This is an optimization exercise on Yosys and OpenROAD, whose aim is small area, not a production implementation. Only simulation tests tie the RTL to the original design; equivalence was not proved. The flow treats the clock pin as an ideal source, which a real chip does not have.

## the reference run
## top
module top (
    input  logic clk,
    input  logic rst,
    input  logic start_btn,
    input  logic stop_btn,
    input  logic softrst_sw,
    input  logic inc_min_btn,
    input  logic inc_sec_btn,
    input  logic inc_sw,
    input  logic mode_sw,
    output logic [6:0] seg,
    output logic [3:0] an
);
==> module tm_counter, before the edit <==
module tm_counter (
    input  logic clk,
    input  logic clr,
    input  logic tick,
    input  logic mode_sw,
    input  logic inc_sw,
    input  logic start,
    input  logic stop,
    input  logic inc_min,
    input  logic inc_sec,
    output logic [5:0] sec,
    output logic [5:0] min,
    output logic blink
);
  localparam logic [7:0] MS_TT = 8'd93;
  logic       run, set_t, ps, pm;
  logic [9:0] ms;
  logic ms_fb, ms0, sec0, min0, sec60, min_ge60, up, t_ev, es, em;
  logic sdn, sup, min_dec, min_inc, min_59;
  assign ms_fb    = ms[9] ^ MS_TT[{ms[6], ms[4], ms[1]}];
  assign ms0      = ms == 10'd0;
  assign sec0     = sec == 6'd0;
  assign min0     = min == 6'd0;
  assign sec60    = sec[5] & sec[4] & sec[3] & sec[2];    
  assign min_ge60 = min[5] & min[4] & min[3] & min[2];
  assign up   = inc_sw & ~run;                       
  assign t_ev = tick & ~mode_sw & run;
  assign es   = ~tick & inc_sec & ~ps;
  assign em   = ~tick & inc_min & ~pm & ~(inc_sec & ~ps);
  assign sdn  = (t_ev & ms0) | (es & ~up);           
  assign sup  = es & up;                             
  assign min_dec = (sdn & sec0 & ~min0) | (em & ~up & ~min0);
  assign min_inc = (sup & sec60) | (em & up & ~min_ge60);
  assign min_59  = em & ~up & min0;
  logic sec_en, min_en;
  logic [5:0] sec_t, min_t, sec_c, min_c;
  assign sec_en = (sdn & ~sec0) | (sup & ~sec60);
  assign min_en = min_dec | min_inc;
  assign sec_c = sec ^ {6{~up}};
  assign min_c = min ^ {6{~up}};
  assign sec_t = {sec_en & (&sec_c[4:0]), sec_en & (&sec_c[3:0]), sec_en & (&sec_c[2:0]),
                  sec_en & (&sec_c[1:0]), sec_en & sec_c[0], sec_en};
  assign min_t = {min_en & (&min_c[4:0]), min_en & (&min_c[3:0]), min_en & (&min_c[2:0]),
                  min_en & (&min_c[1:0]), min_en & min_c[0], min_en};
  always_ff @(posedge clk) begin
    if (clr) begin
      run <= 1'b0;
      set_t <= 1'b0;
      ms <= 10'd0;
      sec <= 6'd0;
      min <= 6'd0;
      ps <= 1'b0;
      pm <= 1'b0;
    end else begin
      if (start) begin
        if (set_t) run <= 1'b1;
      end else if (stop) run <= 1'b0;
      else if (inc_min || inc_sec) set_t <= 1'b1;
      if (t_ev & ~(ms0 & sec0 & min0)) ms <= {ms[8:0], ms_fb};
      if (sdn & sec0 & ~min0) sec <= 6'd59;
      else if (sup & sec60) sec <= 6'd0;
      else sec <= sec ^ sec_t;
      if (min_59) min <= 6'd59;
      else min <= min ^ min_t;
      if (!tick) begin
        ps <= inc_sec;
        pm <= inc_min;
      end
    end
  end
  always_ff @(posedge clk) blink <= min0 & sec0 & set_t;
endmodule
Settings: LEC_CHECK=0, CAP_MARGIN=20, CORE_MARGIN=2, CORE_UTILIZATION=65, SLEW_MARGIN=20, CTS_ARGS=-sink_clustering_enable -repair_clock_nets -dont_use_dummy_load -buf_list sky130_fd_sc_hd__clkbuf_4, BUFFER_PORTS_ARGS=-buffer_cell sky130_fd_sc_hd__buf_1, POST_CTS_TCL=/design/flow/flow/fix_clk.tcl, FIX_CLK_SLEW_PS=105, PRE_RESIZE_TCL=/design/flow/flow/downsize.tcl; clock period 10.0 ns.
standard.sh (not shown) runs the stock make flow with config.mk's settings and CLKGATE_MAP_FILE= SYNTH_SCRIPT=/design/flow/synth_recipe.tcl, a recipe that flattens the netlist after the stock synthesis.
==> flow/flow/run.sh <==
#!/bin/bash
# Own flow: the standard layout (standard.sh), with these changes:
#  - clock tree synthesis uses clkbuf_4 and adds no dummy loads; after it,
#    flow/fix_clk.tcl upsizes the clock buffers whose flip-flop clock pins
#    would see a slow slew (POST_CTS_TCL hook);
#  - before the placement resizer, flow/downsize.tcl sets combinational
#    cells to their smallest drive strength (PRE_RESIZE_TCL hook);
#  - port buffers are buf_1.
# The make run's full output goes to standard_flow.log; each ORFS step keeps
# its own log under orfs/logs.
set -euo pipefail
here=$(pwd)
cat >> config.mk <<EOC
export CTS_ARGS = -sink_clustering_enable -repair_clock_nets -dont_use_dummy_load -buf_list sky130_fd_sc_hd__clkbuf_4
export BUFFER_PORTS_ARGS = -buffer_cell sky130_fd_sc_hd__buf_1
export POST_CTS_TCL = $here/flow/fix_clk.tcl
export FIX_CLK_SLEW_PS = 105
export PRE_RESIZE_TCL = $here/flow/downsize.tcl
EOC
bash standard.sh > standard_flow.log 2>&1
Other scripts of this flow, unchanged in this note and not shown: flow/flow/downsize.tcl, flow/flow/fix_clk.tcl
What the trial run does differently from the reference run at the input level:
--- a/flow/design.v
+++ b/flow/design.v
@@ -250,9 +250,12 @@
         pm <= inc_min;
       end
     end
   end
-  always_ff @(posedge clk) blink <= min0 & sec0 & set_t;
+  always_ff @(posedge clk) begin
+    if (min0 && sec0) blink <= set_t;
+    else if (clr | start | stop | inc_min | inc_sec) blink <= 1'b0;
+  end
 endmodule
 module top (
     input  logic clk,
     input  logic rst,
Notes after the runs:
Relative to the reference run, violation count after the first detailed-route iteration has increased by about 1.6% in the trial run.
The trial run reached the end of the flow, and the finished layout is clean on the timing, DRC and antenna checks.
The reference run | status: complete | timing, DRC, antenna: pass
Comparing the reference run and the trial run, the lower minimum period implied by the final worst setup slack is on the reference run.
Compared with the reference run, in the trial run placer congestion estimate went down 0.0078; post-route cell area was more or less identical; wire length dropped about 2%; post-route fraction of the period consumed by the critical path shows an increase of 3.1 points.
Looking at the reference run and the trial run, the mapped cell area is a wash.

## separate check: timing with driven ports
The flow's constraints put no driver on any port. The routed layouts listed below were extracted and timed again, unchanged, in two steps. Step 1 assumes that a clkbuf_16 drives the clock port and a buf_2 every other input. Step 2 also shifts input and output timing later by t, the mid clock arrival at the registers, as if the neighbouring blocks saw the same clock. a / b / c = ideal / step 1 / step 2; a / b = the first two.
run	t, ns	setup WS [ns]	latest minus earliest clock arrival (ns)
the reference run	0.556	6.127 / 6.122 / 5.565	0.039 / 0.039
the trial run	0.596	5.813 / 5.813 / 5.362	0.038 / 0.038
After both steps setup and hold are still met in every run listed. For the reference run, which loses most, drivers alone change the setup slack by -0.005 ns; drivers and shift together by -0.562 ns.
